This design comes from an exercise in tuning for small area and a short achievable clock period on the open sky130 flow, not from production work. Where RTL was checked, it was by simulation tests only, not by an equivalence proof against the original.

Setup of run A:
## Pipeline_1
module Pipeline_1(
input clk,rst,
input [7:0]a,b,c,d,
output [7:0]out
    );
Size: about 1400 cells after synthesis, roughly 75 flip-flops, about 42 I/O pins, about 8400 µm² of cells after synthesis.
Settings: LEC_CHECK=0, ABC_AREA=1, CAP_MARGIN=20, CORE_MARGIN=2, CORE_UTILIZATION=60, CTS_BUF_LIST=sky130_fd_sc_hd__clkbuf_8, SLEW_MARGIN=20, SYNTH_HIERARCHICAL=1, SYNTH_MINIMUM_KEEP_SIZE=0; clock period 36.0 ns.
standard.sh (not shown) runs the stock make flow with config.mk's settings and CLKGATE_MAP_FILE= SYNTH_SCRIPT=/design/flow/synth_recipe.tcl, a recipe that flattens the netlist after the stock synthesis.
==> flow/flow/run.sh <==
#!/bin/bash
# Own flow: the standard layout (standard.sh: ORFS synthesis with the standard flow's
# synthesis script, floorplan, power grid, placement, CTS, routing) with three
# settings changed:
#  - ADDER_MAP_FILE is empty, so synthesis does not extract full/half adder
#    cells and ABC maps the (bit-level) arithmetic like any other logic; the
#    registers are the same as in the standard synthesis;
#  - the port buffers that global placement inserts are sky130_fd_sc_hd__buf_2;
#  - timing repair aims for a setup slack of 25.6 ns at the design's 36 ns clock.
# make's full output goes to standard.log here; ORFS keeps each step's own log
# under orfs/logs/.
set -euo pipefail
export ADDER_MAP_FILE=
export BUFFER_PORTS_ARGS="-buffer_cell sky130_fd_sc_hd__buf_2"
export SETUP_SLACK_MARGIN=25.6
bash standard.sh > standard.log 2>&1
Edits applied to the flow inputs when going from run A to run B:
diff --git a/flow/flow/run.sh b/flow/flow/run.sh
--- a/flow/flow/run.sh
+++ b/flow/flow/run.sh
@@ -8,3 +8,3 @@
 #  - the port buffers that global placement inserts are sky130_fd_sc_hd__buf_2;
-#  - timing repair aims for a setup slack of 25.6 ns at the design's 36 ns clock.
+#  - timing repair aims for a setup slack of 25 ns at the design's 36 ns clock.
 # make's full output goes to standard.log here; ORFS keeps each step's own log
@@ -14,3 +14,3 @@
 export BUFFER_PORTS_ARGS="-buffer_cell sky130_fd_sc_hd__buf_2"
-export SETUP_SLACK_MARGIN=25.6
+export SETUP_SLACK_MARGIN=25
 bash standard.sh > standard.log 2>&1
Results
Diff run A -> run B | non-clock buffer count | decrease of about 13%
Against run A, final area in run B came out better.
Hold slack: run A vs run B — no meaningful difference
Re first-pass GRT wire length: no difference whatsoever between run B and run A.
Area added between synthesis and finish: run B < run A
What run C does differently from run B at the input level:
- putting PLACE_DENSITY at 0.85 where nothing was set
- swapping 60 for 75 in CORE_UTILIZATION
==> flow/flow/run.sh <==
#!/bin/bash
# Own flow: the standard layout (standard.sh, unchanged synthesis, floorplan,
# power grid, placement, CTS and routing), except that the port buffers that
# global placement inserts are plain sky130_fd_sc_hd__buf_2 cells instead of the
# default delay-cell buffers. make's full output goes to standard.log here; ORFS
# also keeps each step's own log under orfs/logs/.
set -euo pipefail
export BUFFER_PORTS_ARGS="-buffer_cell sky130_fd_sc_hd__buf_2"
export SETUP_SLACK_MARGIN=25.5
bash standard.sh > standard.log 2>&1
--- outcome ---
Higher actual transition at the worst max-transition pin was reported by run C, not run B. NOTE: clock period minus final worst setup slack in run C exceeds that of run B. Run B and run C ended up with roughly the same flip-flop and latch count. Re final area: run C and run B aren't equal, and the lower value belongs to run B. | number of gates resized after CTS | run C vs run B | 2 higher |. Compared with run B, in run C non-clock buffer count now larger, non-clock buffer area fraction after layout increased by 3.7 points relative to the old numbers.


Another version of the RTL of Pipeline_1 (not shown whole).
Size: roughly 1300 cells after synthesis, about 42 I/O pins.
export LEC_CHECK = 0
export ABC_AREA = 1
export CAP_MARGIN = 20
export CORE_MARGIN = 2
export CORE_UTILIZATION = 60
export CTS_BUF_LIST = sky130_fd_sc_hd__clkbuf_8
export SLEW_MARGIN = 20
export SYNTH_HIERARCHICAL = 1
export SYNTH_MINIMUM_KEEP_SIZE = 0
create_clock -name core_clock -period 36.0 [get_ports {clk}]
==> flow/flow/run.sh <==
#!/bin/bash
# Own flow: the standard layout (standard.sh, run whole and unchanged:
# synthesis with the standard flow's synthesis script, floorplan, power grid, tap cells,
# placement, CTS and routing) with two settings passed through the environment:
#  - the port buffers that global placement inserts on every input and output
#    are sky130_fd_sc_hd__buf_2 cells instead of the default delay-cell buffers;
#  - timing repair (repair_timing in floorplan, CTS and global route) aims for a
#    setup slack of 25 ns at the design's 36 ns clock, so it sizes up the
#    slowest paths; the clock period and constraints are the design's.
# make's full output goes to standard.log here; ORFS also keeps each step's own
# log under orfs/logs/.
set -euo pipefail
export BUFFER_PORTS_ARGS="-buffer_cell sky130_fd_sc_hd__buf_2"
export SETUP_SLACK_MARGIN=25
bash standard.sh > standard.log 2>&1
Edit:
--- a/flow/flow/run.sh
+++ b/flow/flow/run.sh
@@ -6,5 +6,5 @@
 #    are sky130_fd_sc_hd__buf_2 cells instead of the default delay-cell buffers;
 #  - timing repair (repair_timing in floorplan, CTS and global route) aims for a
-#    setup slack of 25 ns at the design's 36 ns clock, so it sizes up the
+#    setup slack of 26 ns at the design's 36 ns clock, so it sizes up the
 #    slowest paths; the clock period and constraints are the design's.
 # make's full output goes to standard.log here; ORFS also keeps each step's own
@@ -12,4 +12,4 @@
 set -euo pipefail
 export BUFFER_PORTS_ARGS="-buffer_cell sky130_fd_sc_hd__buf_2"
-export SETUP_SLACK_MARGIN=25
+export SETUP_SLACK_MARGIN=26
 bash standard.sh > standard.log 2>&1
Synthesized cell count stays the same.
Worst setup slack improved by 84 ps.
Clock-buffer cell count stays the same.
Clock skew barely changes.
Synthesized area is unchanged.
Via count came out higher by 1.4%.
Wire length climbs by 2.9%.
Hold slack barely changes.
No functional check of the RTL was part of any run of this note.

-- port drivers added, routing unchanged --
No port has a modelled driver above. Below, the same layouts with a new extraction and two added sets of constraints.
Step 1 assumes that a clkbuf_16 drives the clock port and a buf_2 every other input.
Step 2 moves the port delays by t, midway between the first and last clock arrival at a register: inputs arrive t later, outputs are due t later. That takes back most of the time a late clock gives input paths.
Three values: ideal ports, drivers, drivers and shift; two values: the first two.
run | shift t [ns] | setup slack, ns | latest minus earliest clock arrival (ns) | cell pins on the clock port's net
run A | 0.401 | 26.176 / 26.139 / 26.470 | 0.015 / 0.014 | 1
run B | 0.401 | 26.182 / 26.146 / 26.313 | 0.015 / 0.014 | 1
run C | 0.409 | 25.701 / 25.701 / 25.701 | 0.013 / 0.012 | 1
the first run of note 2 | 0.413 | 26.180 / 26.141 / 26.280 | 0.018 / 0.017 | 1
the second run of note 2 | 0.414 | 26.264 / 26.225 / 26.639 | 0.019 / 0.020 | 1
After both steps every run listed still meets setup and hold.
